Source: an optimization exercise on an open RTL-to-GDS flow (aim: small area, a short achievable clock period and few clock cycles per item). Production flows keep margins and buffers that such runs may drop. RTL that was checked went through simulation tests only; none was proved equivalent to the original. No functional check of the RTL was part of run 2. Power is estimated from default activity; no workload was simulated.

==> flow/design.v, too long to show whole: its modules and the start of the top module <==
// module CPU: 634 lines
// module ksadd: 26 lines
// module booth17: 446 lines
// module bkadd67: 266 lines
// module bkadd34: 133 lines
// module bkadd33: 131 lines
module CPU(
				clk,
			  rst_n,
		   IO_stall,
         awid_m_inf,
       awaddr_m_inf,
       awsize_m_inf,
      awburst_m_inf,
        awlen_m_inf,
      awvalid_m_inf,
      awready_m_inf,
        wdata_m_inf,
        wlast_m_inf,
       wvalid_m_inf,
       wready_m_inf,
          bid_m_inf,
        bresp_m_inf,
       bvalid_m_inf,
       bready_m_inf,
         arid_m_inf,
       araddr_m_inf,
        arlen_m_inf,
       arsize_m_inf,
      arburst_m_inf,
      arvalid_m_inf,
      arready_m_inf, 
          rid_m_inf,
        rdata_m_inf,
        rresp_m_inf,
        rlast_m_inf,
       rvalid_m_inf,
       rready_m_inf 
);
  // ...
==> flow/flow/run.sh <==
#!/bin/bash
# Standard layout, with timing repair aiming for a larger setup margin.
set -euo pipefail
bash standard.sh SETUP_SLACK_MARGIN=6 finish > standard_flow.log 2>&1
==> flow/standard.sh <==
#!/bin/bash
# synth_recipe.tcl (not shown) runs the flow's synth.tcl, then flattens the netlist and writes it again
# the make line also repeats each setting of config.mk as NAME=value (left out here)
make -C /OpenROAD-flow-scripts/flow DESIGN_CONFIG=/design/flow/config.mk WORK_HOME=/design/flow/orfs CLKGATE_MAP_FILE= SYNTH_SCRIPT=/design/flow/synth_recipe.tcl "${@:-finish}"
==> flow/config.mk <==
export PLATFORM = sky130hd
export DESIGN_NAME = CPU
export DESIGN_NICKNAME = CPU
export VERILOG_FILES = /design/flow/design.v
export SDC_FILE = /design/flow/constraint.sdc
export NUM_CORES = 8
export LEC_CHECK = 0
export CAP_MARGIN = 20
export CORE_MARGIN = 2
export CORE_UTILIZATION = 55.0
export SETUP_SLACK_MARGIN = 5
export SLEW_MARGIN = 20
==> flow/constraint.sdc <==
create_clock -name core_clock -period 10.0 [get_ports {clk}]
set_input_delay 2.0000 -clock core_clock [delete_from_list [all_inputs] [get_ports {clk}]]
set_output_delay 2.0000 -clock core_clock [all_outputs]
set_load 0.01 [all_outputs]
==> run summary, run 1 <==
* Status: finished clean
* Chip height at 338.9 um
* Cell accounting for the most synthesized area: edfxtp_1
* Grt met2 use at 0.5145
* Nets at 6640
* Fmax at 0.2483 GHz
* Largest net degree at the start of global routing at 92
* Buffers on Ports at 103
* Core area at 0.1110 sq mm
* WL/cell at 27.04 um
* Crit end category: flop
* I/O pins at 230
* Initial Util at 0.5559
* Max-cap violations at 0
* Leak at 28.17 nW
* Max reg flops at 256
* Crit path from: rb_sel[0]
* Met3 GRT Util at 0.08171
* Syn avg cell area at 10.17 sq um
* CTS tree: built
* Bufs w/o clock at 383
* Routed Wire Length at 209.4 mm
* Startpoint Class: flop
* XOR/XNOR Fraction of Synth Area at 0.03273
* Die width at 338.9 um
* Largest Register: rfv
* Sequential cell count at 1050
* Multiplexer share of the synthesized area at 0.03683
* Final period utilization at 0.4027
* Congestion Overflow GR at 0
* Initial DRC Count at 6603
Testbench counts, summed over its fixed seeds: cycles 38,608, instructions 12,000.
==> module CPU, before the edit <==
module CPU(
				clk,
			  rst_n,
		   IO_stall,
         awid_m_inf,
       awaddr_m_inf,
       awsize_m_inf,
      awburst_m_inf,
        awlen_m_inf,
      awvalid_m_inf,
      awready_m_inf,
        wdata_m_inf,
        wlast_m_inf,
       wvalid_m_inf,
       wready_m_inf,
          bid_m_inf,
        bresp_m_inf,
       bvalid_m_inf,
       bready_m_inf,
         arid_m_inf,
       araddr_m_inf,
        arlen_m_inf,
       arsize_m_inf,
      arburst_m_inf,
      arvalid_m_inf,
      arready_m_inf, 
          rid_m_inf,
        rdata_m_inf,
        rresp_m_inf,
        rlast_m_inf,
       rvalid_m_inf,
       rready_m_inf 
);
input  wire clk, rst_n;
output reg  IO_stall;
parameter ID_WIDTH = 4, ADDR_WIDTH = 32, DATA_WIDTH = 16, DRAM_NUMBER = 2, WRIT_NUMBER = 1;
output wire [WRIT_NUMBER * ID_WIDTH-1:0]      awid_m_inf;
output wire [WRIT_NUMBER * ADDR_WIDTH-1:0]  awaddr_m_inf;
output wire [WRIT_NUMBER * 3 -1:0]          awsize_m_inf;
output wire [WRIT_NUMBER * 2 -1:0]         awburst_m_inf;
output wire [WRIT_NUMBER * 7 -1:0]           awlen_m_inf;
output wire [WRIT_NUMBER-1:0]              awvalid_m_inf;
input  wire [WRIT_NUMBER-1:0]              awready_m_inf;
output wire [WRIT_NUMBER * DATA_WIDTH-1:0]   wdata_m_inf;
output wire [WRIT_NUMBER-1:0]                wlast_m_inf;
output wire [WRIT_NUMBER-1:0]               wvalid_m_inf;
input  wire [WRIT_NUMBER-1:0]               wready_m_inf;
input  wire [WRIT_NUMBER * ID_WIDTH-1:0]       bid_m_inf;
input  wire [WRIT_NUMBER * 2 -1:0]           bresp_m_inf;
input  wire [WRIT_NUMBER-1:0]               bvalid_m_inf;
output wire [WRIT_NUMBER-1:0]               bready_m_inf;
output wire [DRAM_NUMBER * ID_WIDTH-1:0]      arid_m_inf;
output wire [DRAM_NUMBER * ADDR_WIDTH-1:0]  araddr_m_inf;
output wire [DRAM_NUMBER * 7 -1:0]           arlen_m_inf;
output wire [DRAM_NUMBER * 3 -1:0]          arsize_m_inf;
output wire [DRAM_NUMBER * 2 -1:0]         arburst_m_inf;
output wire [DRAM_NUMBER-1:0]              arvalid_m_inf;
input  wire [DRAM_NUMBER-1:0]              arready_m_inf;
input  wire [DRAM_NUMBER * ID_WIDTH-1:0]       rid_m_inf;
input  wire [DRAM_NUMBER * DATA_WIDTH-1:0]   rdata_m_inf;
input  wire [DRAM_NUMBER * 2 -1:0]           rresp_m_inf;
input  wire [DRAM_NUMBER-1:0]                rlast_m_inf;
input  wire [DRAM_NUMBER-1:0]               rvalid_m_inf;
output wire [DRAM_NUMBER-1:0]               rready_m_inf;
assign awid_m_inf    = 4'd0;
assign awsize_m_inf  = 3'd1;
assign awburst_m_inf = 2'd1;
assign awlen_m_inf   = 7'd0;
assign wlast_m_inf   = 1'b1;       
assign bready_m_inf  = 1'b1;
assign arid_m_inf    = 8'd0;
assign arsize_m_inf  = {3'd1, 3'd1};
assign arburst_m_inf = {2'd1, 2'd1};
reg  [255:0] rfv;
reg  [15:0]  rv;
reg  [15:0]  wb_en;                
reg  [15:0]  wb_data;
reg  [15:0]  ra_sel, rb_sel, rd_sel;
genvar gi;
generate for (gi = 0; gi < 16; gi = gi + 1) begin : g_rf
    always @(posedge clk) if (wb_en[gi]) rfv[16*gi +: 16] <= wb_data;
end endgenerate
always @(posedge clk or negedge rst_n)
    if (!rst_n) rv <= 16'd0;
    else        rv <= rv | wb_en;
reg  [15:0] ra_raw, rb_raw;
integer ri;
always @(*) begin
    ra_raw = 16'd0;
    rb_raw = 16'd0;
    for (ri = 0; ri < 16; ri = ri + 1) begin
        ra_raw = ra_raw | ({16{ra_sel[ri]}} & rfv[16*ri +: 16]);
        rb_raw = rb_raw | ({16{rb_sel[ri]}} & rfv[16*ri +: 16]);
    end
end
wire [15:0] ra_val = ra_raw & {16{|(ra_sel & rv)}};
wire [15:0] rb_val = rb_raw & {16{|(rb_sel & rv)}};
reg         i_arvalid;
reg  [10:0] i_araddr;
reg  [6:0]  i_arlen;
reg         i_rready;
reg  [7:0]  f_rem;         
reg  [7:0]  f_drop;        
reg         f_drain;       
reg  [10:0] f_addr;        
reg  [10:0] nb;            
reg         q0v, q1v;
reg  [15:0] q0, q1;
reg  [10:0] ipc;           
reg         rdr;           
reg  [10:0] rdr_tgt;
wire [15:0] i_rdata  = rdata_m_inf[31:16];
wire        i_beat   = rvalid_m_inf[1] & i_rready;
wire [2:0]  op    = q0[15:13];
wire [3:0]  f_rt  = q0[8:5];
wire        f_fn  = q0[0];
wire [4:0]  f_imm = q0[4:0];
wire is_alu  = (op == 3'd0) | (op == 3'd1 & ~f_fn);
wire is_mul  = (op == 3'd1) & f_fn;
wire is_ld   = (op == 3'd2);
wire is_st   = (op == 3'd3);
wire is_br   = (op == 3'd4);
wire is_det  = (op == 3'd7);
wire is_nop  = (op == 3'd5) | (op == 3'd6);
reg  [15:0] busy, kill;
wire [15:0] busy_rd = busy & ~kill;
wire bz_rs  = |(busy_rd & ra_sel);
wire bz_rt  = |(busy_rd & rb_sel);
wire bzw_rt = |(busy & rb_sel);
wire bz_rd  = |(busy & rd_sel);
reg         x_alu, x_sub, x_slt;
reg  [15:0] x_rd;
reg  [16:0] ma, mb;
wire [15:0] alu_sum;
ksadd #(16, 5) u_alu (.a(ma[15:0]), .b(mb[15:0] ^ {16{x_sub}}), .ci(x_sub), .s(alu_sum));
wire        alu_lt  = (ma[15] != mb[15]) ? ma[15] : alu_sum[15];
wire [15:0] alu_res = x_slt ? {15'd0, alu_lt} : alu_sum;
wire        xw_rs   = x_alu & |(x_rd & ra_sel);
wire        xw_rt   = x_alu & |(x_rd & rb_sel);
wire [15:0] ra_fwd  = xw_rs ? alu_res : ra_val;
wire [15:0] rb_fwd  = xw_rt ? alu_res : rb_val;
wire        br_eq   = (ra_val == rb_val);
wire [10:0] ls_addr;
ksadd #(11, 4) u_lsa (.a(ra_val[10:0]), .b({{6{f_imm[4]}}, f_imm}), .ci(1'b0), .s(ls_addr));
wire [10:0] br_tgt  = ipc + 11'd1 + {{6{f_imm[4]}}, f_imm};
reg  [33:0] ms, mc;
reg  [66:0] mp;
reg  [32:0] mq;            
wire [33:0] bs, bc;
booth17 u_mul (.a(ma), .b(mb), .s(bs), .c(bc));
wire [33:0] prod;
bkadd34 u_prod (.a(ms), .b(mc), .ci(1'b0), .s(prod));
reg         a_v, s_v, p_v;
reg  [1:0]  a_kind, s_kind, p_kind;
reg         a_first, s_first, p_first;
reg  [1:0]  a_sh, s_sh;
reg         a_buf, s_buf, p_buf;
reg  [3:0]  a_tag, s_tag, p_tag;
wire        p_mul   = p_v & (p_kind == 2'd3);    
wire [15:0] dec_ptag = 16'd1 << p_tag;
wire        k_mul    = |(dec_ptag & kill);
wire        p_mulwb = p_mul & ~k_mul;          
reg         dt_on;         
reg  [2:0]  dt_ph;         
reg  [6:0]  dt_slot;
reg  [3:0]  dt_cnt;
reg  [3:0]  nx_ra, nx_rb;
reg  [1:0]  dt_kind, dt_sh, nx_kind, nx_sh;
reg         dt_first, dt_ha, dt_hb, dt_buf, nx_first, nx_ha, nx_hb, nx_buf;
reg         dt_v, nx_v;
wire [6:0]  dt_nslot;        
always @(*) begin
    nx_ra = 4'd0; nx_rb = 4'd0; nx_kind = 2'd0; nx_first = 1'b0;
    nx_ha = 1'b0; nx_hb = 1'b0; nx_sh = 2'd0; nx_buf = 1'b0; nx_v = 1'b1;
    case (dt_nslot)
        7'd0: begin nx_ra = 4'd0; nx_rb = 4'd5; nx_kind = 2'd0; nx_first = 1'b1; nx_ha = 1'b0; nx_hb = 1'b0; nx_sh = 2'd0; nx_buf = 1'b0; end
        7'd1: begin nx_ra = 4'd1; nx_rb = 4'd4; nx_kind = 2'd0; nx_first = 1'b0; nx_ha = 1'b0; nx_hb = 1'b0; nx_sh = 2'd0; nx_buf = 1'b0; end
        7'd2: begin nx_ra = 4'd10; nx_rb = 4'd15; nx_kind = 2'd1; nx_first = 1'b1; nx_ha = 1'b0; nx_hb = 1'b0; nx_sh = 2'd0; nx_buf = 1'b0; end
        7'd3: begin nx_ra = 4'd11; nx_rb = 4'd14; nx_kind = 2'd1; nx_first = 1'b0; nx_ha = 1'b0; nx_hb = 1'b0; nx_sh = 2'd0; nx_buf = 1'b0; end
        7'd4: begin nx_ra = 4'd0; nx_rb = 4'd6; nx_kind = 2'd0; nx_first = 1'b1; nx_ha = 1'b0; nx_hb = 1'b0; nx_sh = 2'd0; nx_buf = 1'b1; end
        7'd5: begin nx_ra = 4'd2; nx_rb = 4'd4; nx_kind = 2'd0; nx_first = 1'b0; nx_ha = 1'b0; nx_hb = 1'b0; nx_sh = 2'd0; nx_buf = 1'b1; end
        7'd6: begin nx_ra = 4'd11; nx_rb = 4'd13; nx_kind = 2'd1; nx_first = 1'b1; nx_ha = 1'b0; nx_hb = 1'b0; nx_sh = 2'd0; nx_buf = 1'b1; end
        7'd7: begin nx_ra = 4'd9; nx_rb = 4'd15; nx_kind = 2'd1; nx_first = 1'b0; nx_ha = 1'b0; nx_hb = 1'b0; nx_sh = 2'd0; nx_buf = 1'b1; end
        7'd8: begin nx_ra = 4'd0; nx_rb = 4'd0; nx_kind = 2'd2; nx_first = 1'b0; nx_ha = 1'b1; nx_hb = 1'b1; nx_sh = 2'd2; nx_buf = 1'b0; end
        7'd9: begin nx_ra = 4'd0; nx_rb = 4'd7; nx_kind = 2'd0; nx_first = 1'b1; nx_ha = 1'b0; nx_hb = 1'b0; nx_sh = 2'd0; nx_buf = 1'b0; end
        7'd10: begin nx_ra = 4'd3; nx_rb = 4'd4; nx_kind = 2'd0; nx_first = 1'b0; nx_ha = 1'b0; nx_hb = 1'b0; nx_sh = 2'd0; nx_buf = 1'b0; end
        7'd11: begin nx_ra = 4'd9; nx_rb = 4'd14; nx_kind = 2'd1; nx_first = 1'b1; nx_ha = 1'b0; nx_hb = 1'b0; nx_sh = 2'd0; nx_buf = 1'b0; end
        7'd12: begin nx_ra = 4'd10; nx_rb = 4'd13; nx_kind = 2'd1; nx_first = 1'b0; nx_ha = 1'b0; nx_hb = 1'b0; nx_sh = 2'd0; nx_buf = 1'b0; end
        7'd13: begin nx_ra = 4'd0; nx_rb = 4'd0; nx_kind = 2'd2; nx_first = 1'b0; nx_ha = 1'b1; nx_hb = 1'b1; nx_sh = 2'd2; nx_buf = 1'b1; end
        7'd14: begin nx_ra = 4'd1; nx_rb = 4'd6; nx_kind = 2'd0; nx_first = 1'b1; nx_ha = 1'b0; nx_hb = 1'b0; nx_sh = 2'd0; nx_buf = 1'b1; end
        7'd15: begin nx_ra = 4'd2; nx_rb = 4'd5; nx_kind = 2'd0; nx_first = 1'b0; nx_ha = 1'b0; nx_hb = 1'b0; nx_sh = 2'd0; nx_buf = 1'b1; end
        7'd16: begin nx_ra = 4'd8; nx_rb = 4'd15; nx_kind = 2'd1; nx_first = 1'b1; nx_ha = 1'b0; nx_hb = 1'b0; nx_sh = 2'd0; nx_buf = 1'b1; end
        7'd17: begin nx_ra = 4'd11; nx_rb = 4'd12; nx_kind = 2'd1; nx_first = 1'b0; nx_ha = 1'b0; nx_hb = 1'b0; nx_sh = 2'd0; nx_buf = 1'b1; end
        7'd18: begin nx_ra = 4'd0; nx_rb = 4'd0; nx_kind = 2'd2; nx_first = 1'b0; nx_ha = 1'b1; nx_hb = 1'b1; nx_sh = 2'd2; nx_buf = 1'b0; end
        7'd19: begin nx_ra = 4'd1; nx_rb = 4'd7; nx_kind = 2'd0; nx_first = 1'b1; nx_ha = 1'b0; nx_hb = 1'b0; nx_sh = 2'd0; nx_buf = 1'b0; end
        7'd20: begin nx_ra = 4'd3; nx_rb = 4'd5; nx_kind = 2'd0; nx_first = 1'b0; nx_ha = 1'b0; nx_hb = 1'b0; nx_sh = 2'd0; nx_buf = 1'b0; end
        7'd21: begin nx_ra = 4'd10; nx_rb = 4'd12; nx_kind = 2'd1; nx_first = 1'b1; nx_ha = 1'b0; nx_hb = 1'b0; nx_sh = 2'd0; nx_buf = 1'b0; end
        7'd22: begin nx_ra = 4'd8; nx_rb = 4'd14; nx_kind = 2'd1; nx_first = 1'b0; nx_ha = 1'b0; nx_hb = 1'b0; nx_sh = 2'd0; nx_buf = 1'b0; end
        7'd23: begin nx_ra = 4'd0; nx_rb = 4'd0; nx_kind = 2'd2; nx_first = 1'b0; nx_ha = 1'b1; nx_hb = 1'b1; nx_sh = 2'd2; nx_buf = 1'b1; end
        7'd24: begin nx_ra = 4'd2; nx_rb = 4'd7; nx_kind = 2'd0; nx_first = 1'b1; nx_ha = 1'b0; nx_hb = 1'b0; nx_sh = 2'd0; nx_buf = 1'b1; end
        7'd25: begin nx_ra = 4'd3; nx_rb = 4'd6; nx_kind = 2'd0; nx_first = 1'b0; nx_ha = 1'b0; nx_hb = 1'b0; nx_sh = 2'd0; nx_buf = 1'b1; end
        7'd26: begin nx_ra = 4'd8; nx_rb = 4'd13; nx_kind = 2'd1; nx_first = 1'b1; nx_ha = 1'b0; nx_hb = 1'b0; nx_sh = 2'd0; nx_buf = 1'b1; end
        7'd27: begin nx_ra = 4'd9; nx_rb = 4'd12; nx_kind = 2'd1; nx_first = 1'b0; nx_ha = 1'b0; nx_hb = 1'b0; nx_sh = 2'd0; nx_buf = 1'b1; end
        7'd28: begin nx_ra = 4'd0; nx_rb = 4'd0; nx_kind = 2'd2; nx_first = 1'b0; nx_ha = 1'b1; nx_hb = 1'b1; nx_sh = 2'd2; nx_buf = 1'b0; end
        7'd29: nx_v = 1'b0;
        7'd30: nx_v = 1'b0;
        7'd31: begin nx_ra = 4'd0; nx_rb = 4'd0; nx_kind = 2'd2; nx_first = 1'b0; nx_ha = 1'b1; nx_hb = 1'b1; nx_sh = 2'd2; nx_buf = 1'b1; end
        7'd32: begin nx_ra = 4'd0; nx_rb = 4'd5; nx_kind = 2'd0; nx_first = 1'b1; nx_ha = 1'b0; nx_hb = 1'b0; nx_sh = 2'd0; nx_buf = 1'b0; end
        7'd33: begin nx_ra = 4'd1; nx_rb = 4'd4; nx_kind = 2'd0; nx_first = 1'b0; nx_ha = 1'b0; nx_hb = 1'b0; nx_sh = 2'd0; nx_buf = 1'b0; end
        7'd34: begin nx_ra = 4'd10; nx_rb = 4'd15; nx_kind = 2'd1; nx_first = 1'b1; nx_ha = 1'b0; nx_hb = 1'b0; nx_sh = 2'd0; nx_buf = 1'b0; end
        7'd35: begin nx_ra = 4'd11; nx_rb = 4'd14; nx_kind = 2'd1; nx_first = 1'b0; nx_ha = 1'b0; nx_hb = 1'b0; nx_sh = 2'd0; nx_buf = 1'b0; end
        7'd36: begin nx_ra = 4'd0; nx_rb = 4'd6; nx_kind = 2'd0; nx_first = 1'b1; nx_ha = 1'b0; nx_hb = 1'b0; nx_sh = 2'd0; nx_buf = 1'b1; end
        7'd37: begin nx_ra = 4'd2; nx_rb = 4'd4; nx_kind = 2'd0; nx_first = 1'b0; nx_ha = 1'b0; nx_hb = 1'b0; nx_sh = 2'd0; nx_buf = 1'b1; end
        7'd38: begin nx_ra = 4'd11; nx_rb = 4'd13; nx_kind = 2'd1; nx_first = 1'b1; nx_ha = 1'b0; nx_hb = 1'b0; nx_sh = 2'd0; nx_buf = 1'b1; end
        7'd39: begin nx_ra = 4'd9; nx_rb = 4'd15; nx_kind = 2'd1; nx_first = 1'b0; nx_ha = 1'b0; nx_hb = 1'b0; nx_sh = 2'd0; nx_buf = 1'b1; end
        7'd40: begin nx_ra = 4'd0; nx_rb = 4'd0; nx_kind = 2'd2; nx_first = 1'b0; nx_ha = 1'b0; nx_hb = 1'b0; nx_sh = 2'd0; nx_buf = 1'b0; end
        7'd41: begin nx_ra = 4'd0; nx_rb = 4'd0; nx_kind = 2'd2; nx_first = 1'b0; nx_ha = 1'b1; nx_hb = 1'b0; nx_sh = 2'd1; nx_buf = 1'b0; end
        7'd42: begin nx_ra = 4'd0; nx_rb = 4'd0; nx_kind = 2'd2; nx_first = 1'b0; nx_ha = 1'b0; nx_hb = 1'b1; nx_sh = 2'd1; nx_buf = 1'b0; end
        7'd43: begin nx_ra = 4'd0; nx_rb = 4'd7; nx_kind = 2'd0; nx_first = 1'b1; nx_ha = 1'b0; nx_hb = 1'b0; nx_sh = 2'd0; nx_buf = 1'b0; end
        7'd44: begin nx_ra = 4'd3; nx_rb = 4'd4; nx_kind = 2'd0; nx_first = 1'b0; nx_ha = 1'b0; nx_hb = 1'b0; nx_sh = 2'd0; nx_buf = 1'b0; end
        7'd45: begin nx_ra = 4'd9; nx_rb = 4'd14; nx_kind = 2'd1; nx_first = 1'b1; nx_ha = 1'b0; nx_hb = 1'b0; nx_sh = 2'd0; nx_buf = 1'b0; end
        7'd46: begin nx_ra = 4'd10; nx_rb = 4'd13; nx_kind = 2'd1; nx_first = 1'b0; nx_ha = 1'b0; nx_hb = 1'b0; nx_sh = 2'd0; nx_buf = 1'b0; end
        7'd47: begin nx_ra = 4'd0; nx_rb = 4'd0; nx_kind = 2'd2; nx_first = 1'b0; nx_ha = 1'b0; nx_hb = 1'b0; nx_sh = 2'd0; nx_buf = 1'b1; end
        7'd48: begin nx_ra = 4'd0; nx_rb = 4'd0; nx_kind = 2'd2; nx_first = 1'b0; nx_ha = 1'b1; nx_hb = 1'b0; nx_sh = 2'd1; nx_buf = 1'b1; end
        7'd49: begin nx_ra = 4'd0; nx_rb = 4'd0; nx_kind = 2'd2; nx_first = 1'b0; nx_ha = 1'b0; nx_hb = 1'b1; nx_sh = 2'd1; nx_buf = 1'b1; end
        7'd50: begin nx_ra = 4'd1; nx_rb = 4'd6; nx_kind = 2'd0; nx_first = 1'b1; nx_ha = 1'b0; nx_hb = 1'b0; nx_sh = 2'd0; nx_buf = 1'b1; end
        7'd51: begin nx_ra = 4'd2; nx_rb = 4'd5; nx_kind = 2'd0; nx_first = 1'b0; nx_ha = 1'b0; nx_hb = 1'b0; nx_sh = 2'd0; nx_buf = 1'b1; end
        7'd52: begin nx_ra = 4'd8; nx_rb = 4'd15; nx_kind = 2'd1; nx_first = 1'b1; nx_ha = 1'b0; nx_hb = 1'b0; nx_sh = 2'd0; nx_buf = 1'b1; end
        7'd53: begin nx_ra = 4'd11; nx_rb = 4'd12; nx_kind = 2'd1; nx_first = 1'b0; nx_ha = 1'b0; nx_hb = 1'b0; nx_sh = 2'd0; nx_buf = 1'b1; end
        7'd54: begin nx_ra = 4'd0; nx_rb = 4'd0; nx_kind = 2'd2; nx_first = 1'b0; nx_ha = 1'b0; nx_hb = 1'b0; nx_sh = 2'd0; nx_buf = 1'b0; end
        7'd55: begin nx_ra = 4'd0; nx_rb = 4'd0; nx_kind = 2'd2; nx_first = 1'b0; nx_ha = 1'b1; nx_hb = 1'b0; nx_sh = 2'd1; nx_buf = 1'b0; end
        7'd56: begin nx_ra = 4'd0; nx_rb = 4'd0; nx_kind = 2'd2; nx_first = 1'b0; nx_ha = 1'b0; nx_hb = 1'b1; nx_sh = 2'd1; nx_buf = 1'b0; end
        7'd57: begin nx_ra = 4'd1; nx_rb = 4'd7; nx_kind = 2'd0; nx_first = 1'b1; nx_ha = 1'b0; nx_hb = 1'b0; nx_sh = 2'd0; nx_buf = 1'b0; end
        7'd58: begin nx_ra = 4'd3; nx_rb = 4'd5; nx_kind = 2'd0; nx_first = 1'b0; nx_ha = 1'b0; nx_hb = 1'b0; nx_sh = 2'd0; nx_buf = 1'b0; end
        7'd59: begin nx_ra = 4'd10; nx_rb = 4'd12; nx_kind = 2'd1; nx_first = 1'b1; nx_ha = 1'b0; nx_hb = 1'b0; nx_sh = 2'd0; nx_buf = 1'b0; end
        7'd60: begin nx_ra = 4'd8; nx_rb = 4'd14; nx_kind = 2'd1; nx_first = 1'b0; nx_ha = 1'b0; nx_hb = 1'b0; nx_sh = 2'd0; nx_buf = 1'b0; end
        7'd61: begin nx_ra = 4'd0; nx_rb = 4'd0; nx_kind = 2'd2; nx_first = 1'b0; nx_ha = 1'b0; nx_hb = 1'b0; nx_sh = 2'd0; nx_buf = 1'b1; end
        7'd62: begin nx_ra = 4'd0; nx_rb = 4'd0; nx_kind = 2'd2; nx_first = 1'b0; nx_ha = 1'b1; nx_hb = 1'b0; nx_sh = 2'd1; nx_buf = 1'b1; end
        7'd63: begin nx_ra = 4'd0; nx_rb = 4'd0; nx_kind = 2'd2; nx_first = 1'b0; nx_ha = 1'b0; nx_hb = 1'b1; nx_sh = 2'd1; nx_buf = 1'b1; end
        7'd64: begin nx_ra = 4'd2; nx_rb = 4'd7; nx_kind = 2'd0; nx_first = 1'b1; nx_ha = 1'b0; nx_hb = 1'b0; nx_sh = 2'd0; nx_buf = 1'b1; end
        7'd65: begin nx_ra = 4'd3; nx_rb = 4'd6; nx_kind = 2'd0; nx_first = 1'b0; nx_ha = 1'b0; nx_hb = 1'b0; nx_sh = 2'd0; nx_buf = 1'b1; end
        7'd66: begin nx_ra = 4'd8; nx_rb = 4'd13; nx_kind = 2'd1; nx_first = 1'b1; nx_ha = 1'b0; nx_hb = 1'b0; nx_sh = 2'd0; nx_buf = 1'b1; end
        7'd67: begin nx_ra = 4'd9; nx_rb = 4'd12; nx_kind = 2'd1; nx_first = 1'b0; nx_ha = 1'b0; nx_hb = 1'b0; nx_sh = 2'd0; nx_buf = 1'b1; end
        7'd68: begin nx_ra = 4'd0; nx_rb = 4'd0; nx_kind = 2'd2; nx_first = 1'b0; nx_ha = 1'b0; nx_hb = 1'b0; nx_sh = 2'd0; nx_buf = 1'b0; end
        7'd69: begin nx_ra = 4'd0; nx_rb = 4'd0; nx_kind = 2'd2; nx_first = 1'b0; nx_ha = 1'b1; nx_hb = 1'b0; nx_sh = 2'd1; nx_buf = 1'b0; end
        7'd70: begin nx_ra = 4'd0; nx_rb = 4'd0; nx_kind = 2'd2; nx_first = 1'b0; nx_ha = 1'b0; nx_hb = 1'b1; nx_sh = 2'd1; nx_buf = 1'b0; end
        7'd71: begin nx_ra = 4'd0; nx_rb = 4'd0; nx_kind = 2'd2; nx_first = 1'b0; nx_ha = 1'b0; nx_hb = 1'b0; nx_sh = 2'd0; nx_buf = 1'b1; end
        7'd72: begin nx_ra = 4'd0; nx_rb = 4'd0; nx_kind = 2'd2; nx_first = 1'b0; nx_ha = 1'b1; nx_hb = 1'b0; nx_sh = 2'd1; nx_buf = 1'b1; end
        7'd73: begin nx_ra = 4'd0; nx_rb = 4'd0; nx_kind = 2'd2; nx_first = 1'b0; nx_ha = 1'b0; nx_hb = 1'b1; nx_sh = 2'd1; nx_buf = 1'b1; end
        default: ;
    endcase
end
reg  [32:0] t0, b0, t1, b1;      
reg  [66:0] acc;
wire [32:0] t_sel = dt_buf ? t1 : t0;
wire [32:0] b_sel = dt_buf ? b1 : b0;
wire [16:0] ch_a  = dt_ha ? t_sel[32:16] : {1'b0, t_sel[15:0]};
wire [16:0] ch_b  = dt_hb ? b_sel[32:16] : {1'b0, b_sel[15:0]};
wire dt_issue = dt_on & (dt_ph == 3'd0);
wire [32:0] x_new;
bkadd33 u_minor (.a(mq), .b(~mp[32:0]), .ci(1'b1), .s(x_new));
wire [66:0] acc_sum;
bkadd67 u_acc (.a(acc), .b(mp), .ci(1'b0), .s(acc_sum));
wire        sat_ok  = (&acc[66:15]) | ~(|acc[66:15]);
wire [15:0] det_res = sat_ok ? acc[15:0] : (acc[66] ? 16'h8000 : 16'h7fff);
reg  [10:0] dm_addr;       
reg         d_arvalid;
reg         la1_v;         
reg  [10:0] la1;
reg  [1:0]  ld_cnt;        
reg  [3:0]  ld_tag0, ld_tag1;
reg         md_v;          
reg  [15:0] md;
reg  [3:0]  md_tag;
reg         d_rready;
reg         d_awvalid, d_wvalid;
reg  [1:0]  st_ph;         
reg  [10:0] st_addr;
reg  [15:0] wd;
assign awaddr_m_inf  = {20'd1, st_addr, 1'b0};
assign arvalid_m_inf = {i_arvalid, d_arvalid};
assign araddr_m_inf  = {20'd1, i_araddr, 1'b0, 20'd1, dm_addr, 1'b0};
assign arlen_m_inf   = {i_arlen, 7'd0};
assign rready_m_inf  = {i_rready, d_rready};
assign awvalid_m_inf = d_awvalid;
assign wdata_m_inf   = wd;
assign wvalid_m_inf  = d_wvalid;
wire d_beat = rvalid_m_inf[0] & d_rready;
wire s_mul  = s_v & (s_kind == 2'd3);      
wire hz_alu = bz_rs | bz_rt | s_mul;
wire hz_mul = bz_rs | bz_rt | bz_rd;
wire hz_ld  = bz_rs | bzw_rt | ld_cnt[1] | xw_rs;
wire hz_st  = bz_rs | bz_rt | xw_rs;
wire hz_br  = bz_rs | bz_rt | xw_rs | xw_rt;
reg  [3:0] rc;
wire       rc_full = (rc == 4'd15);
wire       q0ok    = q0v & ~rc_full & ~rdr;
wire st_wpend = st_ph[0] | (st_ph == 2'd2);
wire go_alu = q0ok & is_alu & ~hz_alu;
wire go_mul = q0ok & is_mul & ~hz_mul;
wire go_ld  = q0ok & is_ld  & ~hz_ld;
wire go_st  = q0ok & is_st  & ~hz_st & (st_ph == 2'd0) & (rc == 4'd0);
wire go_br  = q0ok & is_br  & ~hz_br;
wire go_nop = q0ok & is_nop;
wire go_det = q0ok & is_det & ~dt_on;
wire dt_pause = dt_v & (dt_kind != 2'd2) & (bz_rs | bz_rt);
wire dt_adv   = dt_issue & ~dt_pause;
wire st_done = (st_ph == 2'd3) & bvalid_m_inf;
wire dt_early = dt_issue & (dt_slot == 7'd35) & ~((&acc[66:51]) | ~(|acc[66:51]));
wire dt_done = dt_on & ((dt_ph == 3'd4) | dt_early) & ~p_mulwb & ~busy_rd[0];
wire pop   = go_alu | go_mul | go_ld | go_br | go_nop | go_st | dt_done;
wire taken = go_br & br_eq & (f_imm != 5'd0);
wire inc   = go_alu | go_mul | go_ld | go_br | go_nop | dt_done;
wire ret   = (st_ph == 2'd0) ? ((rc != 4'd0) | inc) : st_done;
wire [15:0] dec_md   = 16'd1 << md_tag;
wire [15:0] dec_ld0  = 16'd1 << ld_tag0;
wire        k_md     = |(dec_md & kill);
wire        k_ld0    = |(dec_ld0 & kill);
wire wb_busy = p_mulwb | x_alu | dt_done;
wire md_wb   = md_v & ~wb_busy & ~k_md;
wire rd_wb   = d_beat & ~md_v & ~wb_busy & ~k_ld0;
wire md_kl   = md_v & k_md;
wire rd_kl   = d_beat & ~md_v & k_ld0;
always @(*) begin
    if (p_mulwb)      begin wb_en = dec_ptag; wb_data = mp[15:0]; end
    else if (x_alu)   begin wb_en = x_rd;     wb_data = alu_res;  end
    else if (dt_done) begin wb_en = 16'd1;    wb_data = det_res;  end
    else if (md_v)    begin wb_en = md_wb ? dec_md : 16'd0; wb_data = md; end
    else              begin wb_en = rd_wb ? dec_ld0 : 16'd0; wb_data = rdata_m_inf[15:0]; end
end
wire [15:0] set_mul = go_mul ? rd_sel : 16'd0;
wire [15:0] set_ld  = go_ld  ? rb_sel : 16'd0;
wire [15:0] clr_mul = p_mul ? dec_ptag : 16'd0;
wire [15:0] clr_md  = (md_wb | md_kl) ? dec_md : 16'd0;
wire [15:0] clr_rd  = (rd_wb | rd_kl) ? dec_ld0 : 16'd0;
wire [15:0] set_kl  = go_alu ? (rd_sel & busy & ~clr_mul & ~clr_md & ~clr_rd) : 16'd0;
always @(posedge clk or negedge rst_n)
    if (!rst_n) begin
        busy <= 16'd0;
        kill <= 16'd0;
    end else begin
        busy <= (busy & ~clr_mul & ~clr_md & ~clr_rd) | set_mul | set_ld;
        kill <= ((kill & ~clr_mul & ~clr_md & ~clr_rd) | set_kl) & ~set_mul & ~set_ld;
    end
always @(posedge clk or negedge rst_n)
    if (!rst_n) begin
        IO_stall <= 1'b1;
        rc       <= 4'd0;
    end else begin
        IO_stall <= ~ret;
        rc       <= rc + {3'd0, inc} - {3'd0, ret & (st_ph == 2'd0)};
    end
wire        rem_z   = (f_rem == 8'd0);
wire        rem_1   = (f_rem == 8'd1);
wire        drop_z  = (f_drop == 8'd0);
wire        push    = i_beat & drop_z;
wire [7:0]  rem_n   = f_rem - {7'd0, i_beat};
wire        end_n   = rem_z | (rem_1 & i_beat);    
wire [10:0] f_addr_1 = f_addr + 11'd1;
wire [10:0] ipc_1   = ipc + 11'd1;
reg  [10:0] rd_d;
reg         rdr_imm1;
wire        rd_inb  = ~rem_z & ({1'b0, rd_d} < {4'd0, f_rem});
wire        rd_q1   = q1v & rdr_imm1;
wire [10:0] tgt_d   = br_tgt - f_addr;
always @(posedge clk) begin
    if (taken) begin
        rd_d     <= i_beat ? tgt_d - 11'd1 : tgt_d;
        rdr_imm1 <= (f_imm == 5'd1);
    end
end
wire        hold_ar = q0v & is_br;
reg  [7:0]  drop_n;
reg         q0v_n, q1v_n, drain_n, q0_beat, q0_q1, q1_beat, new_ar;
reg  [10:0] sa, ipc_n, nb_n;
always @(*) begin
    drop_n  = f_drop - {7'd0, i_beat & ~drop_z};
    drain_n = f_drain;
    q0v_n   = q0v;
    q1v_n   = q1v;
    q0_beat = 1'b0;
    q0_q1   = 1'b0;
    q1_beat = 1'b0;
    ipc_n   = ipc;
    nb_n    = (i_beat & ~f_drain) ? f_addr_1 : nb;
    sa      = f_drain ? nb : (i_beat ? f_addr_1 : nb);
    new_ar  = end_n & ~hold_ar;
    if (rdr & ~rd_q1) begin
        q0v_n = 1'b0;
        q1v_n = 1'b0;
        ipc_n = rdr_tgt;
        new_ar = end_n;
        if (rd_inb) begin
            if (i_beat) begin
                if (rd_d == 11'd0) begin q0v_n = 1'b1; q0_beat = 1'b1; drop_n = 8'd0; end
                else drop_n = {1'b0, rd_d[6:0]} - 8'd1;
            end else drop_n = {1'b0, rd_d[6:0]};
        end else begin
            drop_n  = rem_n;
            drain_n = 1'b1;
            nb_n    = rdr_tgt;
            sa      = rdr_tgt;
        end
    end else if (pop | rdr) begin
        ipc_n = ipc_1;
        if (q1v) begin q0_q1 = 1'b1; q0v_n = 1'b1; q1v_n = push; q1_beat = push; end
        else     begin q0v_n = push; q0_beat = push; q1v_n = 1'b0; end
    end else if (push) begin
        if (!q0v) begin q0_beat = 1'b1; q0v_n = 1'b1; end
        else      begin q1_beat = 1'b1; q1v_n = 1'b1; end
    end
    if (new_ar) drain_n = 1'b0;
end
wire [6:0]  sa_len  = (sa[10:7] == 4'hf) ? ~sa[6:0] : 7'd127;
always @(posedge clk) begin
    if (q0_beat)     q0 <= i_rdata;
    else if (q0_q1)  q0 <= q1;
    if (q1_beat)     q1 <= i_rdata;
    if (taken)       rdr_tgt <= br_tgt;
end
always @(posedge clk or negedge rst_n) begin
    if (!rst_n) begin
        i_arvalid <= 1'b0;
        i_araddr  <= 11'd0;
        i_arlen   <= 7'd0;
        i_rready  <= 1'b0;
        f_rem     <= 8'd0;
        f_drop    <= 8'd0;
        f_drain   <= 1'b0;
        f_addr    <= 11'd0;
        nb        <= 11'd0;
        q0v       <= 1'b0;
        q1v       <= 1'b0;
        ipc       <= 11'd0;
        rdr       <= 1'b0;
    end else begin
        rdr <= taken;
        ipc <= ipc_n;
        nb  <= nb_n;
        if (i_arvalid & arready_m_inf[1]) i_arvalid <= 1'b0;
        if (new_ar) begin                   
            i_arvalid <= 1'b1;
            i_araddr  <= sa;
            i_arlen   <= sa_len;
            f_addr    <= sa;
            f_rem     <= {1'b0, sa_len} + 8'd1;
        end else begin
            if (i_beat) f_addr <= f_addr_1;
            f_rem   <= rem_n;
        end
        f_drain  <= drain_n;
        f_drop   <= drop_n;
        q0v      <= q0v_n;
        q1v      <= q1v_n;
        i_rready <= (drop_n != 8'd0) | ~(q0v_n & q1v_n);
    end
end
wire dt_issue_n = go_det | (dt_adv & (dt_slot != 7'd73) & ~dt_early);
always @(posedge clk) begin
    if (dt_issue_n) begin
        ra_sel <= 16'd1 << nx_ra;
        rb_sel <= 16'd1 << nx_rb;
    end else if (q0_beat) begin
        ra_sel <= 16'd1 << i_rdata[12:9];
        rb_sel <= 16'd1 << i_rdata[8:5];
    end else if (q0_q1) begin
        ra_sel <= 16'd1 << q1[12:9];
        rb_sel <= 16'd1 << q1[8:5];
    end
    if (q0_beat)    rd_sel <= 16'd1 << i_rdata[4:1];
    else if (q0_q1) rd_sel <= 16'd1 << q1[4:1];
end
always @(posedge clk) begin
    if (dt_adv & (dt_kind == 2'd2)) begin
        ma <= ch_a;
        mb <= ch_b;
    end else begin
        ma <= {ra_fwd[15], ra_fwd};
        mb <= {rb_fwd[15], rb_fwd};
    end
    x_rd  <= rd_sel;
    x_sub <= f_fn | (op == 3'd1);
    x_slt <= (op == 3'd1);
    ms <= bs;
    mc <= bc;
    if (dt_on & (dt_ph == 3'd2)) mp <= {58'd0, q0[8:0]};       
    else case (s_sh)
        2'd0:    mp <= {{33{prod[33]}}, prod};
        2'd1:    mp <= {{17{prod[33]}}, prod, 16'd0};
        default: mp <= {prod[33], prod, 32'd0};
    endcase
    a_kind  <= dt_adv ? dt_kind : 2'd3;
    a_first <= dt_adv & dt_first;
    a_sh    <= dt_adv ? dt_sh : 2'd0;
    a_buf   <= dt_buf;
    a_tag   <= q0[4:1];
    s_kind <= a_kind; s_first <= a_first; s_sh <= a_sh; s_buf <= a_buf; s_tag <= a_tag;
    p_kind <= s_kind; p_first <= s_first; p_buf <= s_buf; p_tag <= s_tag;
end
always @(posedge clk or negedge rst_n)
    if (!rst_n) begin a_v <= 1'b0; s_v <= 1'b0; p_v <= 1'b0; x_alu <= 1'b0; end
    else        begin a_v <= go_mul | (dt_adv & dt_v); s_v <= a_v; p_v <= s_v; x_alu <= go_alu; end
always @(posedge clk) begin
    if (p_v & p_first) mq <= mp[32:0];
    if (p_v & ~p_first & (p_kind[1] == 1'b0)) begin
        case ({p_buf, p_kind[0]})
            2'b00: t0 <= x_new;
            2'b01: b0 <= x_new;
            2'b10: t1 <= x_new;
            2'b11: b1 <= x_new;
        endcase
    end
    if (go_det)                                acc <= 67'd0;
    else if (p_v & (p_kind == 2'd2))           acc <= acc_sum;
    else if (dt_on & (dt_ph == 3'd2) & (dt_cnt != 4'd0))
                                               acc <= {acc[66], acc[66], acc[66:2]};
    else if (dt_on & (dt_ph == 3'd3))          acc <= acc_sum;
end
assign dt_nslot = go_det ? 7'd0 : dt_slot + 7'd1;
always @(posedge clk) begin
    if (go_det | dt_adv) begin
        dt_kind <= nx_kind; dt_first <= nx_first;
        dt_ha <= nx_ha; dt_hb <= nx_hb; dt_sh <= nx_sh; dt_buf <= nx_buf; dt_v <= nx_v;
    end
end
always @(posedge clk or negedge rst_n) begin
    if (!rst_n) begin
        dt_on   <= 1'b0;
        dt_ph   <= 3'd0;
        dt_slot <= 7'd0;
        dt_cnt  <= 4'd0;
    end else begin
        if (go_det) begin
            dt_on   <= 1'b1;
            dt_ph   <= 3'd0;
            dt_slot <= 7'd0;
        end else if (dt_done) begin
            dt_on   <= 1'b0;
            dt_ph   <= 3'd0;
        end else if (dt_on) begin
            case (dt_ph)
                3'd0: if (dt_adv) begin
                    dt_slot <= dt_slot + 7'd1;
                    if (dt_slot == 7'd73) begin dt_ph <= 3'd1; dt_cnt <= 4'd2; end
                end
                3'd1: begin        
                    dt_cnt <= dt_cnt - 4'd1;
                    if (dt_cnt == 4'd0) begin dt_ph <= 3'd2; dt_cnt <= q0[12:9]; end
                end
                3'd2: begin        
                    dt_cnt <= dt_cnt - 4'd1;
                    if (dt_cnt == 4'd0) dt_ph <= 3'd3;
                end
                3'd3: dt_ph <= 3'd4;
                default: ;         
            endcase
        end
    end
end
wire d_arhs = d_arvalid & arready_m_inf[0];
reg  d_arq, d_arh, la1_h;
wire a_free = ~d_arq | d_arhs;
wire [1:0] ld_cnt_n = ld_cnt + {1'b0, go_ld} - {1'b0, d_beat};
reg  [1:0] st_lw;
wire [1:0] st_lw_n = st_lw - {1'b0, d_beat & (st_lw != 2'd0)};
always @(posedge clk) begin
    if (go_st) st_addr <= ls_addr;
    if (go_st) wd <= rb_fwd;
    if (d_beat & ~rd_wb & ~rd_kl) begin md <= rdata_m_inf[15:0]; md_tag <= ld_tag0; end
    if (a_free) begin
        if (la1_v)      dm_addr <= la1;
        else if (go_ld) dm_addr <= ls_addr;
    end
    if (go_ld & ~(a_free & ~la1_v)) la1 <= ls_addr;
    if (d_beat) begin
        ld_tag0 <= (go_ld & (ld_cnt == 2'd1)) ? f_rt : ld_tag1;
        ld_tag1 <= f_rt;
    end else if (go_ld) begin
        if (ld_cnt == 2'd0) ld_tag0 <= f_rt;
        else                ld_tag1 <= f_rt;
    end
end
always @(posedge clk or negedge rst_n) begin
    if (!rst_n) begin
        d_arvalid <= 1'b0;
        d_arq     <= 1'b0;
        d_arh     <= 1'b0;
        la1_v     <= 1'b0;
        la1_h     <= 1'b0;
        ld_cnt    <= 2'd0;
        md_v      <= 1'b0;
        d_rready  <= 1'b0;
        d_awvalid <= 1'b0;
        d_wvalid  <= 1'b0;
        st_ph     <= 2'd0;
        st_lw     <= 2'd0;
    end else begin : dport
        reg md_v_n, arq_n, arh_n;
        if (a_free) begin
            if (la1_v) begin
                arq_n = 1'b1; arh_n = la1_h & st_wpend;
                la1_v <= go_ld; la1_h <= st_wpend;
            end else if (go_ld) begin
                arq_n = 1'b1; arh_n = st_wpend;
            end else begin
                arq_n = 1'b0; arh_n = 1'b0;
            end
        end else begin
            arq_n = 1'b1; arh_n = d_arh & st_wpend;
            if (go_ld) begin la1_v <= 1'b1; la1_h <= st_wpend; end
            else la1_h <= la1_h & st_wpend;
        end
        d_arq     <= arq_n;
        d_arh     <= arh_n;
        d_arvalid <= arq_n & ~arh_n;
        ld_cnt <= ld_cnt_n;
        st_lw  <= go_st ? (ld_cnt - {1'b0, d_beat}) : st_lw_n;
        md_v_n = (md_v & ~md_wb & ~md_kl) | (d_beat & ~rd_wb & ~rd_kl);
        md_v     <= md_v_n;
        d_rready <= ~md_v_n;
        case (st_ph)
            2'd0: if (go_st) begin d_awvalid <= 1'b1; st_ph <= 2'd1; end
            2'd1: if (awready_m_inf) begin
                      d_awvalid <= 1'b0; st_ph <= 2'd2;
                      d_wvalid  <= (st_lw_n == 2'd0);
                  end
            2'd2: if (d_wvalid) begin
                      if (wready_m_inf) begin d_wvalid <= 1'b0; st_ph <= 2'd3; end
                  end else if (st_lw_n == 2'd0) d_wvalid <= 1'b1;
            2'd3: if (bvalid_m_inf) st_ph <= 2'd0;
        endcase
    end
end
endmodule
==> run 2: changes to the inputs <==
--- a/flow/design.v
+++ b/flow/design.v
@@ -145,8 +145,9 @@
 wire [10:0] br_tgt  = ipc + 11'd1 + {{6{f_imm[4]}}, f_imm};
 reg  [33:0] ms, mc;
+reg  [8:0]  bd_one, bd_two, bd_neg;    
 reg  [66:0] mp;
 reg  [32:0] mq;            
 wire [33:0] bs, bc;
-booth17 u_mul (.a(ma), .b(mb), .s(bs), .c(bc));
+booth17e u_mul (.a(ma), .d_one(bd_one), .d_two(bd_two), .d_neg(bd_neg), .s(bs), .c(bc));
 wire [33:0] prod;
 bkadd34 u_prod (.a(ms), .b(mc), .ci(1'b0), .s(prod));
@@ -159,6 +160,8 @@
 wire        p_mul   = p_v & (p_kind == 2'd3);    
 wire [15:0] dec_ptag = 16'd1 << p_tag;
-wire        k_mul    = |(dec_ptag & kill);
-wire        p_mulwb = p_mul & ~k_mul;          
+wire        p_mulwb = p_mul;                   
+wire [15:0] mul_pend = ((a_v & (a_kind == 2'd3)) ? (16'd1 << a_tag) : 16'd0)
+                     | ((s_v & (s_kind == 2'd3)) ? (16'd1 << s_tag) : 16'd0)
+                     | (p_mul ? dec_ptag : 16'd0);
 reg         dt_on;         
 reg  [2:0]  dt_ph;         
@@ -288,5 +291,5 @@
 wire d_beat = rvalid_m_inf[0] & d_rready;
 wire s_mul  = s_v & (s_kind == 2'd3);      
-wire hz_alu = bz_rs | bz_rt | s_mul;
+wire hz_alu = bz_rs | bz_rt | s_mul | |(mul_pend & rd_sel);
 wire hz_mul = bz_rs | bz_rt | bz_rd;
 wire hz_ld  = bz_rs | bzw_rt | ld_cnt[1] | xw_rs;
@@ -294,5 +297,5 @@
 wire hz_br  = bz_rs | bz_rt | xw_rs | xw_rt;
 reg  [3:0] rc;
-wire       rc_full = (rc == 4'd15);
+reg        rc_full, rc_z;      
 wire       q0ok    = q0v & ~rc_full & ~rdr;
 wire st_wpend = st_ph[0] | (st_ph == 2'd2);
@@ -300,5 +303,5 @@
 wire go_mul = q0ok & is_mul & ~hz_mul;
 wire go_ld  = q0ok & is_ld  & ~hz_ld;
-wire go_st  = q0ok & is_st  & ~hz_st & (st_ph == 2'd0) & (rc == 4'd0);
+wire go_st  = q0ok & is_st  & ~hz_st & (st_ph == 2'd0) & rc_z;
 wire go_br  = q0ok & is_br  & ~hz_br;
 wire go_nop = q0ok & is_nop;
@@ -312,5 +315,6 @@
 wire taken = go_br & br_eq & (f_imm != 5'd0);
 wire inc   = go_alu | go_mul | go_ld | go_br | go_nop | dt_done;
-wire ret   = (st_ph == 2'd0) ? ((rc != 4'd0) | inc) : st_done;
+wire ret   = (st_ph == 2'd0) ? (~rc_z | inc) : st_done;
+wire [3:0] rc_n = rc + {3'd0, inc} - {3'd0, ret & (st_ph == 2'd0)};
 wire [15:0] dec_md   = 16'd1 << md_tag;
 wire [15:0] dec_ld0  = 16'd1 << ld_tag0;
@@ -347,7 +351,11 @@
         IO_stall <= 1'b1;
         rc       <= 4'd0;
+        rc_full  <= 1'b0;
+        rc_z     <= 1'b1;
     end else begin
         IO_stall <= ~ret;
-        rc       <= rc + {3'd0, inc} - {3'd0, ret & (st_ph == 2'd0)};
+        rc       <= rc_n;
+        rc_full  <= (rc_n == 4'd15);
+        rc_z     <= (rc_n == 4'd0);
     end
 wire        rem_z   = (f_rem == 8'd0);
@@ -471,11 +479,16 @@
     else if (q0_q1) rd_sel <= 16'd1 << q1[4:1];
 end
+wire [8:0] chb_one, chb_two, chb_neg, rbf_one, rbf_two, rbf_neg;
+booth17enc u_enc_ch (.b(ch_b), .d_one(chb_one), .d_two(chb_two), .d_neg(chb_neg));
+booth17enc u_enc_rb (.b({rb_fwd[15], rb_fwd}), .d_one(rbf_one), .d_two(rbf_two), .d_neg(rbf_neg));
 always @(posedge clk) begin
     if (dt_adv & (dt_kind == 2'd2)) begin
         ma <= ch_a;
         mb <= ch_b;
+        bd_one <= chb_one; bd_two <= chb_two; bd_neg <= chb_neg;
     end else begin
         ma <= {ra_fwd[15], ra_fwd};
         mb <= {rb_fwd[15], rb_fwd};
+        bd_one <= rbf_one; bd_two <= rbf_two; bd_neg <= rbf_neg;
     end
     x_rd  <= rd_sel;
@@ -659,15 +672,16 @@
     assign s = (a ^ b) ^ g[L][W-1:0];
 endmodule
-module booth17 (
+module booth17e (
     input  wire [16:0] a,
-    input  wire [16:0] b,
+    input  wire [8:0]  d_one,       
+    input  wire [8:0]  d_two,
+    input  wire [8:0]  d_neg,
     output wire [33:0] s,
     output wire [33:0] c
 );
-wire [17:0] bx = {b[16], b};
 wire [18:0] ax = {{2{a[16]}}, a};
-wire d0_one = bx[0] ^ 1'b0;
-wire d0_two = (bx[1] & ~bx[0] & ~1'b0) | (~bx[1] & bx[0] & 1'b0);
-wire d0_neg = bx[1];
+wire d0_one = d_one[0];
+wire d0_two = d_two[0];
+wire d0_neg = d_neg[0];
 wire [18:0] pp0;
 assign pp0[0] = (d0_one & ax[0]) ^ d0_neg;
@@ -676,7 +690,7 @@
     assign pp0[g0] = ((d0_one & ax[g0]) | (d0_two & ax[g0-1])) ^ d0_neg;
 end endgenerate
-wire d1_one = bx[2] ^ bx[1];
-wire d1_two = (bx[3] & ~bx[2] & ~bx[1]) | (~bx[3] & bx[2] & bx[1]);
-wire d1_neg = bx[3];
+wire d1_one = d_one[1];
+wire d1_two = d_two[1];
+wire d1_neg = d_neg[1];
 wire [18:0] pp1;
 assign pp1[0] = (d1_one & ax[0]) ^ d1_neg;
@@ -685,7 +699,7 @@
     assign pp1[g1] = ((d1_one & ax[g1]) | (d1_two & ax[g1-1])) ^ d1_neg;
 end endgenerate
-wire d2_one = bx[4] ^ bx[3];
-wire d2_two = (bx[5] & ~bx[4] & ~bx[3]) | (~bx[5] & bx[4] & bx[3]);
-wire d2_neg = bx[5];
+wire d2_one = d_one[2];
+wire d2_two = d_two[2];
+wire d2_neg = d_neg[2];
 wire [18:0] pp2;
 assign pp2[0] = (d2_one & ax[0]) ^ d2_neg;
@@ -694,7 +708,7 @@
     assign pp2[g2] = ((d2_one & ax[g2]) | (d2_two & ax[g2-1])) ^ d2_neg;
 end endgenerate
-wire d3_one = bx[6] ^ bx[5];
-wire d3_two = (bx[7] & ~bx[6] & ~bx[5]) | (~bx[7] & bx[6] & bx[5]);
-wire d3_neg = bx[7];
+wire d3_one = d_one[3];
+wire d3_two = d_two[3];
+wire d3_neg = d_neg[3];
 wire [18:0] pp3;
 assign pp3[0] = (d3_one & ax[0]) ^ d3_neg;
@@ -703,7 +717,7 @@
     assign pp3[g3] = ((d3_one & ax[g3]) | (d3_two & ax[g3-1])) ^ d3_neg;
 end endgenerate
-wire d4_one = bx[8] ^ bx[7];
-wire d4_two = (bx[9] & ~bx[8] & ~bx[7]) | (~bx[9] & bx[8] & bx[7]);
-wire d4_neg = bx[9];
+wire d4_one = d_one[4];
+wire d4_two = d_two[4];
+wire d4_neg = d_neg[4];
 wire [18:0] pp4;
 assign pp4[0] = (d4_one & ax[0]) ^ d4_neg;
@@ -712,7 +726,7 @@
     assign pp4[g4] = ((d4_one & ax[g4]) | (d4_two & ax[g4-1])) ^ d4_neg;
 end endgenerate
-wire d5_one = bx[10] ^ bx[9];
-wire d5_two = (bx[11] & ~bx[10] & ~bx[9]) | (~bx[11] & bx[10] & bx[9]);
-wire d5_neg = bx[11];
+wire d5_one = d_one[5];
+wire d5_two = d_two[5];
+wire d5_neg = d_neg[5];
 wire [18:0] pp5;
 assign pp5[0] = (d5_one & ax[0]) ^ d5_neg;
@@ -721,7 +735,7 @@
     assign pp5[g5] = ((d5_one & ax[g5]) | (d5_two & ax[g5-1])) ^ d5_neg;
 end endgenerate
-wire d6_one = bx[12] ^ bx[11];
-wire d6_two = (bx[13] & ~bx[12] & ~bx[11]) | (~bx[13] & bx[12] & bx[11]);
-wire d6_neg = bx[13];
+wire d6_one = d_one[6];
+wire d6_two = d_two[6];
+wire d6_neg = d_neg[6];
 wire [18:0] pp6;
 assign pp6[0] = (d6_one & ax[0]) ^ d6_neg;
@@ -730,7 +744,7 @@
     assign pp6[g6] = ((d6_one & ax[g6]) | (d6_two & ax[g6-1])) ^ d6_neg;
 end endgenerate
-wire d7_one = bx[14] ^ bx[13];
-wire d7_two = (bx[15] & ~bx[14] & ~bx[13]) | (~bx[15] & bx[14] & bx[13]);
-wire d7_neg = bx[15];
+wire d7_one = d_one[7];
+wire d7_two = d_two[7];
+wire d7_neg = d_neg[7];
 wire [18:0] pp7;
 assign pp7[0] = (d7_one & ax[0]) ^ d7_neg;
@@ -739,7 +753,7 @@
     assign pp7[g7] = ((d7_one & ax[g7]) | (d7_two & ax[g7-1])) ^ d7_neg;
 end endgenerate
-wire d8_one = bx[16] ^ bx[15];
-wire d8_two = (bx[17] & ~bx[16] & ~bx[15]) | (~bx[17] & bx[16] & bx[15]);
-wire d8_neg = bx[17];
+wire d8_one = d_one[8];
+wire d8_two = d_two[8];
+wire d8_neg = d_neg[8];
 wire [18:0] pp8;
 assign pp8[0] = (d8_one & ax[0]) ^ d8_neg;
@@ -1105,4 +1119,18 @@
 assign c[33] = t287;
 endmodule
+module booth17enc (
+    input  wire [16:0] b,
+    output wire [8:0]  d_one,
+    output wire [8:0]  d_two,
+    output wire [8:0]  d_neg
+);
+wire [18:0] bx = {b[16], b, 1'b0};
+genvar gd;
+generate for (gd = 0; gd < 9; gd = gd + 1) begin : gdig
+    assign d_one[gd] = bx[2*gd+1] ^ bx[2*gd];
+    assign d_two[gd] = (bx[2*gd+2] & ~bx[2*gd+1] & ~bx[2*gd]) | (~bx[2*gd+2] & bx[2*gd+1] & bx[2*gd]);
+    assign d_neg[gd] = bx[2*gd+2];
+end endgenerate
+endmodule
 module bkadd67 (input wire [66:0] a, input wire [66:0] b, input wire ci, output wire [66:0] s);
 wire [67:0] g0 = {a & b, ci};
==> flow/flow/run.sh (replaced) <==
#!/bin/bash
# Standard layout, with timing repair aiming for a larger setup margin.
set -euo pipefail
bash standard.sh SETUP_SLACK_MARGIN=6.3 finish > standard_flow.log 2>&1
==> run summary, run 2 <==
* Status: finished clean (unchanged)
* Mapped Cells at 5667 (was 6065)
* Congestion Overflow GR at 0 (unchanged)
* Startpoint Class: flop (unchanged)
* Critical R2R Launch: ra_sel[2] (was rb_sel[0])
* H-tree depth at 3 (unchanged)
* Pwr Density at 286.1 mW/mm^2 (was 332.9 mW/mm^2)
* Commonest non-fill, non-tap cell in the layout: edfxtp_1 (unchanged)
* DRC errors left at 0 (unchanged)
* First-pass GRT wire length at 310.0 mm (was 306.8 mm)
* Fin cells at 7598 (was 7743)
* Fraction of layout cells with a size suffix above 1 at 0.2154 (was 0.1527)
* Combinational cell fraction of total power at 0.486 (was 0.525)
* Post-route ant nets at 0 (unchanged)
* WL/cell at 28.47 um (was 27.04 um)
* Vias in the first global route at 46330 (was 46960)
* Crit end category: flop (unchanged)
* CTS tree: built (unchanged)
* CP max stage cell: edfxtp_1 (was a31oi_1)
* Crit path largest cell delay at 420 ps (was 800 ps)
* Die Area at 0.1136 sq mm (was 0.1149 sq mm)
* Top cells by instance count after synthesis: edfxtp_1 (610), inv_1 (371), nand2_1 (364) (was edfxtp_1 (610), nor2_1 (523), nand2_1 (514))
* P_sw at 8.852 mW (was 10.51 mW)
* Area Growth Syn to Fin at 22.03% (was 15.59%)
* First-pass iteration count of the detailed router at 6 (unchanged)
* Top FF cell, synth: edfxtp_1 (unchanged)
* CP cell instances: buf_12 -> a22o_1 -> a221oi_2 -> nand3_1 -> nor2_4 -> buf_6 -> buf_4 -> a31oi_4 -> ha_1 -> a21o_1 -> a21oi_2 -> o21bai_1 -> a21oi_2 -> o21bai_1 -> a21oi_2 -> o21bai_1 -> a21oi_1 -> xnor2_1 -> mux2_4 (was buf_4 -> a22o_1 -> a221oi_1 -> nand3_1 -> nor2_1 -> buf_4 -> a31oi_1 -> xor2_1 -> nor4_1 -> nand3_1 -> nor4_4 -> buf_4)
* Unrepaired setup endpoints after global routing: yes (unchanged)
* Switching Fraction at 0.4157 (was 0.4428)
* Netlist cell types at 97 (was 101)
* Crit path max fanout at 5 (was 24)
* Routed Wire Length at 216.3 mm (was 209.4 mm)
* Internal power at 12.44 mW (was 13.23 mW)
* Initial Util at 0.5527 (was 0.5559)
* Nets at 6491 (was 6640)
* Largest cells by area after synthesis: edfxtp_1 (30%), dfxtp_1 (9.7%), dfrtp_1 (6.6%) (was edfxtp_1 (30%), dfxtp_1 (9.1%), dfrtp_1 (6.4%))
* R2R depth at 19 (was 12)
* ANT cells at 0 (was 1)
* CTS Buffer Depth at 3 (unchanged)
* Syn avg cell area at 10.76 sq um (was 10.17 sq um)
* Slew margin rel. at 0.2503 (was 0.1612)
* Max-cap violations at 0 (unchanged)
* Slew Viols, Final at 0 (unchanged)
* Seq pwr share at 0.298 (was 0.290)
* RR Endpoint: dm_addr[10] (was rdr_imm1)
* Initial DRC Count at 6299 (was 6603)
* Regs by FF count: rfv x256, acc x67, mp x66 (unchanged)
* Peak VDD IR at 197.6 uV (was 304.6 uV)
* Clock sink count at 1068 (was 1050)
* Final period utilization at 0.3874 (was 0.4027)
* Seq/Total Area, Yosys at 0.4640 (was 0.4527)
* Via Count at 49340 (was 50380)
* Max reg flops at 256 (unchanged)
* Initial antenna violation count at 6 (was 8)
* WHS Endpoint: s_first (unchanged)
* CP top delay family: compound AO/OA/AOI/OAI gates (was buffers and inverters)
* Hold buffers post-CTS at 0 (unchanged)
* Core area at 0.1104 sq mm (was 0.1110 sq mm)
* Num CTS Buffers at 116 (was 112)
* Hold Startpoint: a_first (unchanged)
* Post-synth EDFFs at 610 (unchanged)
* WP data required at 10470 ps (was 10360 ps)
* GRT Util Overall at 0.3702 (was 0.3541)
* Cell accounting for the most synthesized area: edfxtp_1 (unchanged)
* Chip height at 337.0 um (was 338.9 um)
* Largest net degree at the start of global routing at 101 (was 92)
* RePlAce Congestion at 0.9408 (was 0.9693)
* Commonest non-fill, non-tap cells in the layout: edfxtp_1 (610), inv_1 (359), nand2_1 (352) (was edfxtp_1 (610), nand2_1 (505), nor2_1 (499))
* I/O pins at 230 (unchanged)
* Via density per instance at 6.494 (was 6.507)
* Root Buffer: clkbuf_16 (unchanged)
* Measured slew at the worst slew-check pin at 1120 ps (was 1249 ps)
* Leak at 28.92 nW (was 28.17 nW)
* Seq cells post-synth at 1068 (was 1050)
* R2R Setup Slk at 6130 ps (was 5970 ps)
* Largest Register: rfv (unchanged)
* Post-Route Setup TNS at 0 ps (unchanged)
* Clock transition at path regs at 60 ps (about the same)
* Cell Rows at 122 (unchanged)
* Cell with the most instances after synthesis: edfxtp_1 (unchanged)
* Clock power share at 0.216 (was 0.185)
* Synth async-reset ratio at 0.1517 (was 0.1524)
* CP arrival at 4350 ps (was 4390 ps)
* Buffers on Ports at 103 (unchanged)
* Hold Path Stages at 0 (unchanged)
* Fmax at 0.2582 GHz (was 0.2483 GHz)
* Post-route minimum period at 3874 ps (was 4027 ps)
* Yosys top cell area share at 0.3003 (was 0.2969)
* Post-synthesis cell area at 0.06100 sq mm (was 0.06169 sq mm)
* Clk_skew at 41.66 ps (was 52.32 ps)
* Setup violations, final at 0 (unchanged)
* Placed cells at 7057 (was 7382)
* DP HPWL at 139.3 mm (was 140.1 mm)
* Hold Vio Cnt, Final at 0 (unchanged)
* Setup CP Type: reg -> reg (unchanged)
* CP bufs+invs at 3 (unchanged)
* Hold Path Class: reg -> reg (unchanged)
* Clk latency of the worst-skew pair at 750 ps (about the same)
* Ys Warns at 3 (unchanged)
* Die width at 337.0 um (was 338.9 um)
[run 2: changes by cell type in the layout (fill, tap and decap cells not counted), moves of 39 or more]
cell | previous run | this run
o22ai_1 | 67 | 10
a21oi_1 | 324 | 186
a22oi_1 | 131 | 228
xnor2_1 | 140 | 226
nor2_1 | 499 | 281
xor2_1 | 76 | 123
o21ai_0 | 211 | 172
a221oi_1 | 150 | 91
nand2_1 | 505 | 352
buf_4 | 210 | 336
[run 2: kinds of logic (layout without fill, tap and decap cells)]
group	Yosys count	after routing	synth area share
other cells	2	106	0.0001231
xor+xnor	375	375	0.05409
flops	1068	1068	0.4640
mux	166	166	0.03555
fa+ha+maj	427	427	0.1088
simple gates	1336	1340	0.1091
buf+inv	820	1152	0.05871
compound gates	1473	1476	0.1696
[run 2: through the flow]
step                utilization  instance area (sq um)  setup WS, ps  power [mW]  hold slack, ps
finish                   0.6745                  74440          6126       21.30           306.7
global route             0.6745                  74440          5980       22.48           318.1
CTS                      0.6455                  71240          6161       20.36           307.7
detailed placement       0.5769                  63660          4233       14.96           312.1
global placement         0.5769                  63660          4279       14.85           311.2
floorplan                     -                  61880          5842       11.77           309.6
[run 2: how the worst max path moves through the flow]
stage / cells after the start / startpoint / to / slack, ps
3_3_place_gp: 10 / rvalid_m_inf[1] / ra_sel[7] / 4280
4_1_cts: 18 / ra_sel[15] / dm_addr[10] / 6160
3_5_place_dp: 10 / rvalid_m_inf[1] / ra_sel[5] / 4230
5_1_grt: 19 / ra_sel[2] / dm_addr[10] / 5980
6_report: 19 / ra_sel[2] / dm_addr[10] / 6130
2_1_floorplan: 9 / rvalid_m_inf[1] / ra_sel[0] / 5840
[run 2: what timing repair did]
| action | 4_1_cts | 5_1_grt |
|---|---|---|
| gates cloned | 15 | 8 |
| pin swaps | 100 | 197 |
| endpoints found under the setup margin | 1033 | 628 |
| resized for setup | 430 | 394 |
| buffers inserted | 147 | 149 |
[run 2: layer usage]
metal	vias to the layer above	global-route usage	wire, um
met3	601	0.08357	23450
met1	24500	0.5267	88150
met2	2783	0.5435	93480
met5	-	0	27
li1	21450	-	-
met4	4	0.1592	11190
[run 2: layout make-up]
cell class                 count  area (sq um)
timing repair buffer         551          5518
multi-input combinational   3890         32990
sequential                  1068         28480
inverter                     379          1465
clock inverter                76         983.4
fill                        8435         35930
tap                         1488          1862
clock buffer                 145          3124
timing repair inverter         1         11.26
[run 2: worst register-to-register path, cell delays in order, from the launching register on]
cell and delay, ps:
edfxtp_1 420, buf_12 160, a22o_1 220, a221oi_2 180, nand3_1 160, nor2_4 130
buf_6 130, buf_4 120, a31oi_4 60, ha_1 410, a21o_1 220, a21oi_2 190
o21bai_1 110, a21oi_2 160, o21bai_1 120, a21oi_2 160, o21bai_1 80, a21oi_1 150
xnor2_1 130, mux2_4 280
[run 2: power groups by stage]
stage          Clock (mW)  Sequential [mW]  Combinational, mW
3_3_place_gp            0             6.34               8.51
3_5_place_dp            0             6.35               8.62
2_1_floorplan           0             6.09               5.68
6_report             4.59             6.34               10.4
5_1_grt              4.80             6.40               11.3
4_1_cts              4.62             6.30               9.44

-- static timing again, ports no longer ideal --
In the flow no input, the clock included, has a driving cell. The finished layouts below were timed again as built, in two steps.
Step 1, drivers: a clkbuf_16 drives clk and a buf_2 each remaining input, both assumed.
Step 2 also shifts input and output timing later by t, the mid clock arrival at the registers, as if the neighbouring blocks saw the same clock.
Slacks: ideal ports / drivers / drivers and shift; pairs: ideal ports / drivers.
run	t (ns)	setup WS [ns]	worst setup path at the end	worst register clock-pin slew, ns	worst data-port slew with drivers (ns)
run 1	0.803	5.973 / 5.973 / 5.536	input to register	0.07 / 0.07	0.05
run 2	0.814	6.126 / 6.126 / 5.566	input to register	0.07 / 0.07	0.04
After both steps setup and hold are still met in every run listed. The setup slack of run 2, which loses most, moves by 0.000 ns with the drivers and by -0.560 ns with both steps.
